What follows belongs to an exercise in optimizing a design on an open flow for small area; a production flow would make more cautious choices. At most, simulation tests tie the RTL to the original design; equivalence was not proved. The flow treats the clock pin as an ideal source, which a real chip does not have.

==> flow/design.v <==
module edge_detector
(
  input clock, reset, din,
  output reg rising
);
  reg        waiting;
  localparam [16:0] ODD = 17'h0AAAA;
  reg [16:0] st;
  reg        above;
  wire [16:0] lfsr = st ^ ODD;
  wire zero_low = (lfsr[15:0] == 16'd0);
  wire last     = lfsr[16] & zero_low;                   
  wire at_130   = lfsr[16] & lfsr[13] & lfsr[3];         
  wire feedback = lfsr[16] ^ lfsr[13] ^ zero_low;
  wire done = ~din & above;
  always @(posedge clock)
  begin
    if (reset == 1'b1) begin
      rising  <= 1'b0;
      waiting <= 1'b0;
    end
    else begin
      rising  <= ~rising & ~waiting & din;
      waiting <= rising | (waiting & ~done);
    end
  end
  always @(posedge clock)
  begin
    if (rising) begin
      st    <= ODD;
      above <= 1'b0;
    end
    else begin
      st    <= {lfsr[15:0], feedback} ^ ODD;
      above <= ~last & (above | at_130);
    end
  end
endmodule
module relogio
(
        input clock,
        input reset,
        input soma,
        input subtracao,
        input cont,
        input start,
        output [7:0] an,
        output [7:0] dec_cat
);
  wire soma_ed, subtracao_ed, cont_ed;
  edge_detector menosf (.clock(clock), .reset(reset), .din(subtracao), .rising(subtracao_ed));
  edge_detector maisf  (.clock(clock), .reset(reset), .din(soma),      .rising(soma_ed));
  edge_detector contf  (.clock(clock), .reset(reset), .din(cont),      .rising(cont_ed));
  localparam [4:0] PODD = 5'b01010;
  reg [4:0] pst;
  wire [4:0] ph = pst ^ PODD;
  reg [2:0] dign;
  reg [6:0] qn;      
  wire [2:0] dig = ~dign;
  wire [6:0] q = ~qn;
  wire step   = ~ph[4] & ph[3];                    
  wire q_end  = (q == 7'd80);                      
  wire tick   = ph[4] & ~ph[3] & (dig == 3'd4) & (q == 7'd60);   
  always @(posedge clock)
  begin
    if (reset) begin
      pst <= PODD;
      dign <= 3'b111;
      qn   <= 7'b1111111;
    end
    else begin
      pst <= {ph[3:0], ~ph[4]} ^ PODD;
      if (step) begin
        dign <= ~(dig + 3'd1);
        if (dig == 3'd7)
          qn <= q_end ? 7'b1111111 : ~{q[5:0], ~(q[6] ^ q[5])};
      end
    end
  end
  reg [1:0] EA;
  reg r1, ca;
  always @(posedge clock)
  begin
    if (reset) begin
      EA <= 2'd0;
      r1 <= 1'b0;
      ca <= 1'b0;
    end
    else begin
      r1 <= cont_ed;
      ca <= cont_ed | r1 | (EA != 2'd0);
      if (r1)
        EA <= EA + 2'd1;
    end
  end
  localparam [11:0] BODD = 12'hAAA;
  reg [11:0] bst;
  reg blink;
  wire [11:0] bcnt = bst ^ BODD;
  wire bend = (bcnt == 12'd518);
  wire bfb  = ~(bcnt[11] ^ bcnt[5] ^ bcnt[3] ^ bcnt[0]);
  always @(posedge clock)
  begin
    if (reset | bend | cont_ed)
      bst <= BODD;
    else
      bst <= {bcnt[10:0], bfb} ^ BODD;
  end
  always @(posedge clock)
  begin
    if (reset)
      blink <= 1'b0;
    else if (bend | cont_ed)
      blink <= ~blink;
  end
  reg [4:0] ah, bh;
  reg [5:0] am, as, bm, bs;
  wire s_59 = (as == 6'd59);
  wire m_59 = (am == 6'd59);
  wire h_23 = (ah == 5'd23);
  wire up = soma_ed;
  wire dn = subtracao_ed & ~soma_ed;
  wire run = (EA == 2'd0);
  wire sel_h = (EA == 2'd1) | (run & s_59 & m_59);
  wire sel_m = (EA == 2'd2) | (run & s_59 & ~m_59);
  wire [5:0] f = sel_h ? {1'b0, ah} : sel_m ? am : as;
  wire f_max = sel_h ? h_23 : sel_m ? m_59 : s_59;
  wire count_up = run | up;
  wire [5:0] f_ud = count_up ? f + 6'd1 : f - 6'd1;
  wire [5:0] is = sel_h | sel_m ? 6'd0 : f_ud;
  wire [5:0] im = sel_h ? 6'd0 : sel_m ? f_ud : am;
  wire [4:0] ih = sel_h ? (h_23 ? 5'd0 : f_ud[4:0]) : ah;
  always @(posedge clock)
  begin
    if (reset) begin
      {bh, bm, bs} <= 17'd0;
    end
    else if (tick) begin
      if (ca)
        {bh, bm, bs} <= {ah, am, as};
      else
        {bh, bm, bs} <= {ih, im, is};
    end
  end
  wire chg = up ? ~f_max : (dn & (f != 6'd0));
  wire ld_h = ~run & chg & (EA == 2'd1);
  wire ld_m = ~run & chg & (EA == 2'd2);
  wire ld_s = ~run & chg & (EA == 2'd3);
  wire kp_h = ~run & ~ld_h;
  wire kp_m = ~run & ~ld_m;
  wire kp_s = ~run & ~ld_s;
  always @(posedge clock)
  begin
    ah <= ({5{run}} & bh) | ({5{ld_h}} & f_ud[4:0]) | ({5{kp_h}} & ah);
    am <= ({6{run}} & bm) | ({6{ld_m}} & f_ud)      | ({6{kp_m}} & am);
    as <= ({6{run}} & bs) | ({6{ld_s}} & f_ud)      | ({6{kp_s}} & as);
  end
  reg [5:0] fsel;
  always @*
    case (dig[2:1])
      2'd0: fsel = as;
      2'd1: fsel = am;
      default: fsel = {1'b0, ah};
    endcase
  wire [2:0] ftens = (fsel >= 6'd50) ? 3'd5 : (fsel >= 6'd40) ? 3'd4 : (fsel >= 6'd30) ? 3'd3 :
                     (fsel >= 6'd20) ? 3'd2 : (fsel >= 6'd10) ? 3'd1 : 3'd0;
  wire [5:0] funits6 = fsel - ftens * 4'd10;
  wire [3:0] funits = funits6[3:0];
  reg [3:0] sel;
  reg lit;
  wire luz_h = blink | (EA != 2'd1);
  wire luz_m = blink | (EA != 2'd2);
  wire luz_s = blink | (EA != 2'd3);
  reg [3:0] dval;
  reg dlit;
  always @*
  begin
    case (dig)
      3'd0, 3'd2, 3'd4: dval = funits;
      3'd1, 3'd3, 3'd5: dval = {1'b0, ftens};
      3'd6: dval = 4'd0;
      default: dval = {2'b0, EA};
    endcase
    case (dig)
      3'd0, 3'd1: dlit = luz_s;
      3'd2, 3'd3: dlit = luz_m;
      3'd4, 3'd5: dlit = luz_h;
      3'd6: dlit = 1'b0;
      default: dlit = 1'b1;
    endcase
  end
  always @(posedge clock or posedge reset)
  begin
    if (reset) begin
      sel <= 4'd0;
      lit <= 1'b0;
    end
    else if (step) begin
      sel <= dval;
      lit <= dlit;
    end
  end
  wire [2:0] shown = dig - 3'd1;
  genvar gi;
  generate
    for (gi = 0; gi < 8; gi = gi + 1) begin : g_an
      assign an[gi] = ~(lit & (shown == gi));
    end
  endgenerate
  wire d3 = sel[3], d2 = sel[2], d1 = sel[1], d0 = sel[0];
  wire [6:0] seg;
  assign seg[6] = ~(d3 | d1 | (d2 & d0) | (~d2 & ~d0));
  assign seg[5] = ~(~d2 | ~(d1 ^ d0));
  assign seg[4] = ~(d2 | ~d1 | d0);
  assign seg[3] = ~(d3 | (~d2 & ~d0) | (d1 & ~d0) | (~d2 & d1) | (d2 & ~d1 & d0));
  assign seg[2] = ~((~d2 & ~d0) | (d1 & ~d0));
  assign seg[1] = ~(d3 | (~d1 & ~d0) | (d2 & ~d1) | (d2 & ~d0));
  assign seg[0] = ~(d3 | (d1 & ~d2) | (d2 & ~d1) | (d1 & ~d0));
  assign dec_cat = {seg, 1'b1};
endmodule
==> flow/config.mk <==
export PLATFORM = sky130hd
export DESIGN_NAME = relogio
export DESIGN_NICKNAME = relogio
export VERILOG_FILES = /design/flow/design.v
export SDC_FILE = /design/flow/constraint.sdc
export NUM_CORES = 4
export LEC_CHECK = 0
export CAP_MARGIN = 20
export CORE_MARGIN = 2
export CORE_UTILIZATION = 70
export SLEW_MARGIN = 20
==> flow/constraint.sdc <==
create_clock -name core_clock -period 10.0 [get_ports {clock}]
set_input_delay 2.0000 -clock core_clock [delete_from_list [all_inputs] [get_ports {clock}]]
set_output_delay 2.0000 -clock core_clock [all_outputs]
set_load 0.01 [all_outputs]
standard.sh (not shown) runs the stock make flow with config.mk's settings and CLKGATE_MAP_FILE= SYNTH_SCRIPT=/design/flow/synth_recipe.tcl, a recipe that flattens the netlist after the stock synthesis.
==> flow/flow/run.sh <==
#!/bin/bash
# Own layout flow: the standard flow (standard.sh) with
#  - the standard synthesis script plus an area-oriented ABC script and
#    no full/half-adder extraction (flow/abc_proc.tcl, flow/area.abc);
#  - ports buffered with the smallest buffer;
#  - CTS with clkbuf_4 and no dummy loads, then clock buffers whose
#    flip-flop clock pins see a slew above 100 ps upsized (flow/post_cts.tcl).
# Each tool's full output stays in orfs/logs/ (one log per step); make's own
# output goes to flow_make.log.
set -euo pipefail
W=$(pwd)
export OWN_ABC_SCRIPT=$W/flow/area.abc
{ head -n 1 "$W/synth_recipe.tcl"; cat "$W/flow/abc_proc.tcl"; tail -n +2 "$W/synth_recipe.tcl"; } > "$W/own_synth.tcl"
bash "$W/standard.sh" SYNTH_SCRIPT="$W/own_synth.tcl" ADDER_MAP_FILE= \
  BUFFER_PORTS_ARGS="-buffer_cell sky130_fd_sc_hd__buf_1" \
  POST_CTS_TCL="$W/flow/post_cts.tcl" \
  CTS_ARGS="-sink_clustering_enable -repair_clock_nets -dont_use_dummy_load -buf_list sky130_fd_sc_hd__clkbuf_4 -sink_clustering_size 6 -sink_clustering_max_diameter 40" finish > "$W/flow_make.log" 2>&1
Other scripts of this flow, unchanged in this note and not shown: flow/flow/abc_proc.tcl, flow/flow/area.abc, flow/flow/post_cts.tcl
Change:
--- a/flow/design.v
+++ b/flow/design.v
@@ -53,28 +53,26 @@
   edge_detector contf  (.clock(clock), .reset(reset), .din(cont),      .rising(cont_ed));
   localparam [4:0] PODD = 5'b01010;
   reg [4:0] pst;
   wire [4:0] ph = pst ^ PODD;
-  reg [2:0] dign;
-  reg [6:0] qn;      
-  wire [2:0] dig = ~dign;
-  wire [6:0] q = ~qn;
+  reg [2:0] dig;
+  reg [6:0] q;       
   wire step   = ~ph[4] & ph[3];                    
   wire q_end  = (q == 7'd80);                      
   wire tick   = ph[4] & ~ph[3] & (dig == 3'd4) & (q == 7'd60);   
   always @(posedge clock)
   begin
     if (reset) begin
       pst <= PODD;
-      dign <= 3'b111;
-      qn   <= 7'b1111111;
+      dig <= 3'd0;
+      q   <= 7'd0;
     end
     else begin
       pst <= {ph[3:0], ~ph[4]} ^ PODD;
       if (step) begin
-        dign <= ~(dig + 3'd1);
+        dig <= dig + 3'd1;
         if (dig == 3'd7)
-          qn <= q_end ? 7'b1111111 : ~{q[5:0], ~(q[6] ^ q[5])};
+          q <= q_end ? 7'd0 : {q[5:0], ~(q[6] ^ q[5])};
       end
     end
   end
   reg [1:0] EA;
@@ -142,19 +140,13 @@
         {bh, bm, bs} <= {ih, im, is};
     end
   end
   wire chg = up ? ~f_max : (dn & (f != 6'd0));
-  wire ld_h = ~run & chg & (EA == 2'd1);
-  wire ld_m = ~run & chg & (EA == 2'd2);
-  wire ld_s = ~run & chg & (EA == 2'd3);
-  wire kp_h = ~run & ~ld_h;
-  wire kp_m = ~run & ~ld_m;
-  wire kp_s = ~run & ~ld_s;
-  always @(posedge clock)
-  begin
-    ah <= ({5{run}} & bh) | ({5{ld_h}} & f_ud[4:0]) | ({5{kp_h}} & ah);
-    am <= ({6{run}} & bm) | ({6{ld_m}} & f_ud)      | ({6{kp_m}} & am);
-    as <= ({6{run}} & bs) | ({6{ld_s}} & f_ud)      | ({6{kp_s}} & as);
+  always @(posedge clock)
+  begin
+    if (run | (chg & (EA == 2'd1))) ah <= run ? bh : f_ud[4:0];
+    if (run | (chg & (EA == 2'd2))) am <= run ? bm : f_ud;
+    if (run | (chg & (EA == 2'd3))) as <= run ? bs : f_ud;
   end
   reg [5:0] fsel;
   always @*
     case (dig[2:1])
Effect: Via count is about the same; cell count went up by a few percent; setup slack gets better by 1.2 ns; global-route usage came out lower by 0.15 points; clock skew stays flat.
Only the layout flow was run in the first run of this note; the RTL was not checked for function there.

re-timing with driven ports:
How much do the figures lean on ideal ports? The routed layouts below were timed once more, with nothing changed but the port constraints.
Step 1 (the two cells are an assumption about what drives the block):
set clk [get_ports {clock}]
set_driving_cell -lib_cell sky130_fd_sc_hd__clkbuf_16 $clk
set_driving_cell -lib_cell sky130_fd_sc_hd__buf_2 [delete_from_list [all_inputs] $clk]
Step 2 adds t to the input delays and takes it off the output delays; t is the mean of the earliest and latest rising clock arrival at the registers after step 1. Input paths then give back, and output paths get back, about the clock's delay inside the block.
Slacks: ideal ports / drivers / drivers and shift; pairs: ideal ports / drivers.
run	t (ns)	setup WS [ns]	hold WS [ns]
the first run	0.538	4.476 / 4.476 / 4.476	0.364 / 0.364 / 0.364
the second run	0.524	5.628 / 5.628 / 5.628	0.355 / 0.355 / 0.355
After both steps setup and hold are still met in every run listed.
